Context: an optimization exercise on an open-source flow, tuned for small area and a short achievable clock period. The choices shown serve that exercise and are no tape-out recipe.
Power and IR drop assume default switching activity.

Setup of before:
==> flow/design.v <==
`timescale 1ns / 1ps
module ALU(
	input wire [15:0] A,
	input wire [15:0] B,
	input wire [3:0] op,
	input wire [15:0] lw_data,
	output reg [15:0] res
);
	wire sub = op[2];
	wire [15:0] sum = B + (A ^ {16{sub}}) + {15'd0, sub};
	always @* begin
		if (op[3])
			res = lw_data;
		else case (op[1:0])
			2'd0: res = B & A;
			2'd1: res = B | A;
			2'd2: res = sum;
			default: res = {15'd0, sum[15]};
		endcase
	end
endmodule
`timescale 1ns / 1ps
module program_counter(
	input wire [15:0] pc,
	input wire [15:0] instruction,
	input wire [15:0] A,
	input wire [15:0] B,
	input wire step,
	input wire clr,
	output wire [15:0] pc_d
);
	wire [3:0] op = instruction[15:12];
	wire [15:0] pc_inc = pc + 16'd1;
	wire [15:0] pc_bne = pc_inc + {{12{instruction[3]}}, instruction[3:0]};
	wire [15:0] pc_nt = (op == 4'd15) ? {pc_inc[15:12], instruction[11:0]} : pc_inc;
	wire [15:0] d_nt = clr ? 16'd0 : step ? pc_nt : pc;
	wire [15:0] d_bne = clr ? 16'd0 : step ? pc_bne : pc;
	wire taken = (op == 4'd14) & (B != A);
	assign pc_d = taken ? d_bne : d_nt;
endmodule
`timescale 1ns / 1ps
module register_file(
	input wire [255:0] R,
	input wire [3:0] addr,
	input wire [15:0] W,
	input wire [3:0] w_addr,
	input wire w_en,
	output wire [15:0] data
);
	wire fwd = w_en & (w_addr == addr);
	assign data = fwd ? W : R[16*addr +: 16];
endmodule
`timescale 1ns / 1ps
module microprocessor(
	input wire clk,
	input wire clr,
	input wire step,
	input wire [15:0] instruction,
	output wire [15:0] pc_out,
	output reg wb_en,
	output reg [3:0] wb_addr,
	output reg [15:0] wb_data,
	output reg st_en,
	output reg [1:0] st_addr,
	output reg [15:0] st_data
);
	wire [3:0] op = instruction[15:12];
	wire [3:0] ra = instruction[11:8];
	wire [3:0] rb = instruction[7:4];
	wire [3:0] rc = instruction[3:0];
	reg [15:0] pc;
	reg [255:0] R;           
	reg [63:0] M;            
	genvar gi;
	wire [15:0] r_wdata = wb_data & {16{~clr}};
	generate
		for (gi = 0; gi < 16; gi = gi + 1) begin : rf
			wire en = clr | (wb_en & (wb_addr == gi));
			always @(posedge clk)
				if (en) R[16*gi +: 16] <= r_wdata;
		end
	endgenerate
	wire [63:0] m_init = {16'd0, 16'd5, 16'd22, 16'd1};
	generate
		for (gi = 0; gi < 4; gi = gi + 1) begin : dm
			wire en = clr | (st_en & (st_addr == gi));
			always @(posedge clk)
				if (en) M[16*gi +: 16] <= clr ? m_init[16*gi +: 16] : st_data;
		end
	endgenerate
	wire [15:0] A, B;
	register_file read_a (.R(R), .addr(ra), .W(wb_data), .w_addr(wb_addr), .w_en(wb_en), .data(A));
	register_file read_b (.R(R), .addr(rb), .W(wb_data), .w_addr(wb_addr), .w_en(wb_en), .data(B));
	wire is_lw = (op == 4'd8);
	wire wr = step & ((op[3:1] == 3'b000) | (op == 4'd2) | (op[3:1] == 3'b011) | is_lw);
	wire st = step & (op == 4'd10);
	wire [1:0] maddr = B[1:0] + rc[1:0];
	wire [15:0] lw_data = (st_en && st_addr == maddr) ? st_data : M[16*maddr +: 16];
	wire [15:0] res;
	ALU alu0 (.A(A), .B(B), .op(op), .lw_data(lw_data), .res(res));
	wire [15:0] pc_d;
	program_counter pc0 (.pc(pc), .instruction(instruction), .A(A), .B(B), .step(step), .clr(clr), .pc_d(pc_d));
	assign pc_out = pc;
	always @(posedge clk) begin
		if (clr) begin
			wb_en <= 1'b0;
			st_en <= 1'b0;
		end else begin
			wb_en <= wr;
			st_en <= st;
		end
		pc <= pc_d;
		wb_addr <= is_lw ? rb : rc;
		wb_data <= res;
		st_addr <= maddr;
		st_data <= B;
	end
endmodule
export LEC_CHECK = 0
export CAP_MARGIN = 20
export CORE_MARGIN = 2
export CORE_UTILIZATION = 40
export CTS_BUF_LIST = sky130_fd_sc_hd__clkbuf_8
export SETUP_SLACK_MARGIN = 5
export SLEW_MARGIN = 20
export SYNTH_HIERARCHICAL = 1
create_clock -name core_clock -period 10.5 [get_ports {clk}]
standard.sh (not shown) runs the stock make flow with config.mk's settings and CLKGATE_MAP_FILE= SYNTH_SCRIPT=/design/flow/synth_recipe.tcl, a recipe that flattens the netlist after the stock synthesis.
==> flow/flow/run.sh <==
#!/bin/bash
# Own layout flow: the standard flow (standard.sh, the standard synthesis
# script and ORFS) with a few extra ORFS settings:
#  - the port buffers are sky130_fd_sc_hd__buf_4 instead of the resizer's default
#    choice (a slow delay cell);
#  - repair_timing aims for a larger setup margin.
# Each step's full output goes to a log file in the work folder.
set -euo pipefail
W=$(pwd)
X=("BUFFER_PORTS_ARGS=-buffer_cell sky130_fd_sc_hd__buf_4")
if [[ -f flow/extra.txt ]]; then
  while IFS= read -r line; do
    [[ -z "$line" || "$line" == \#* ]] && continue
    X+=("$line")
  done < flow/extra.txt
fi
printf '%s\n' "${X[@]}" > "$W/flow_settings.log"
bash standard.sh "${X[@]}" synth > "$W/flow_synth.log" 2>&1
bash standard.sh "${X[@]}" finish > "$W/flow_layout.log" 2>&1
test -f out/final.def
==> flow/flow/extra.txt <==
SETUP_SLACK_MARGIN=5.5
before ended with every stage complete and zero timing, DRC or antenna violations.
Setup changes, before to after
diff --git a/flow/design.v b/flow/design.v
--- a/flow/design.v
+++ b/flow/design.v
@@ -18,27 +18,20 @@
 			default: res = {15'd0, sum[15]};
 		endcase
 	end
 endmodule
 `timescale 1ns / 1ps
 module program_counter(
-	input wire [15:0] pc,
-	input wire [15:0] instruction,
+	input wire is_bne,
 	input wire [15:0] A,
 	input wire [15:0] B,
-	input wire step,
-	input wire clr,
+	input wire [15:0] d_bne,
+	input wire [15:0] d_nt,
 	output wire [15:0] pc_d
 );
-	wire [3:0] op = instruction[15:12];
-	wire [15:0] pc_inc = pc + 16'd1;
-	wire [15:0] pc_bne = pc_inc + {{12{instruction[3]}}, instruction[3:0]};
-	wire [15:0] pc_nt = (op == 4'd15) ? {pc_inc[15:12], instruction[11:0]} : pc_inc;
-	wire [15:0] d_nt = clr ? 16'd0 : step ? pc_nt : pc;
-	wire [15:0] d_bne = clr ? 16'd0 : step ? pc_bne : pc;
-	wire taken = (op == 4'd14) & (B != A);
+	wire taken = is_bne & (B != A);
 	assign pc_d = taken ? d_bne : d_nt;
 endmodule
 `timescale 1ns / 1ps
 module register_file(
 	input wire [255:0] R,
 	input wire [3:0] addr,
@@ -95,14 +88,19 @@
 	wire wr = step & ((op[3:1] == 3'b000) | (op == 4'd2) | (op[3:1] == 3'b011) | is_lw);
 	wire st = step & (op == 4'd10);
 	wire [1:0] maddr = B[1:0] + rc[1:0];
 	wire [15:0] lw_data = (st_en && st_addr == maddr) ? st_data : M[16*maddr +: 16];
 	wire [15:0] res;
 	ALU alu0 (.A(A), .B(B), .op(op), .lw_data(lw_data), .res(res));
+	wire [15:0] pc_inc = pc + 16'd1;
+	wire [15:0] pc_bne = pc_inc + {{12{rc[3]}}, rc};
+	wire [15:0] pc_nt = (op == 4'd15) ? {pc_inc[15:12], instruction[11:0]} : pc_inc;
+	wire [15:0] d_nt = clr ? 16'd0 : step ? pc_nt : pc;
+	wire [15:0] d_bne = clr ? 16'd0 : step ? pc_bne : pc;
 	wire [15:0] pc_d;
-	program_counter pc0 (.pc(pc), .instruction(instruction), .A(A), .B(B), .step(step), .clr(clr), .pc_d(pc_d));
+	program_counter pc0 (.is_bne(op == 4'd14), .A(A), .B(B), .d_bne(d_bne), .d_nt(d_nt), .pc_d(pc_d));
 	assign pc_out = pc;
 	always @(posedge clk) begin
 		if (clr) begin
 			wb_en <= 1'b0;
 			st_en <= 1'b0;
 		end else begin
Findings:
- Diff after..before | CTS sink count | unchanged
- [compare] base=before new=after: total power lost 1.9%; global-route usage neither gained nor lost much; maximum frequency lost 0.46%; clock edge transition at the registers on the reported setup and hold paths neither gained nor lost much.
- Core utilization: after higher than before
- Number of logic inverters in the finished layout came out lower on after than on before.
- Placed wire-length estimate after detailed placement, before and after: larger value in before
- Routing usage on met3 essentially unchanged between before and after.
- after: routed wire length is 3.0% lower than what before reported.
- Clock period minus final worst setup slack (after over before): increase, 0.022 ns
- before → after: post-synthesis share of cell area spent on full adders, half adders and majority gates now sits at about the same level, synthesized-area fraction occupied by ao, oa, aoi and oai cells has decreased.
- Cmp after vs before: number of tap instances lower in after
Function was not checked in any run of this note: the RTL went through the layout flow alone.

[afterwards: timing with drivers on the ports]
Ports are ideal in the flow. The routed layouts listed here were re-timed in OpenROAD.
Step 1: set_driving_cell puts a clkbuf_16 on clk and a buf_2 on each other input, an assumption about the parent block.
Step 2 also shifts input and output timing later by t, the mid clock arrival at the registers, as if the neighbouring blocks saw the same clock.
a / b / c = ideal ports / drivers / drivers and shift; a / b = the first two.
| run | shift t [ns] | setup slack, ns | worst register clock-pin slew, ns |
|---|---|---|---|
| before | 0.688 | 5.621 / 5.477 / 4.789 | 0.06 / 0.06 |
| after | 0.669 | 5.599 / 5.414 / 4.744 | 0.07 / 0.07 |
After both steps setup and hold are still met in every run listed. The setup slack of after, which loses most, moves by -0.185 ns with the drivers and by -0.855 ns with both steps.
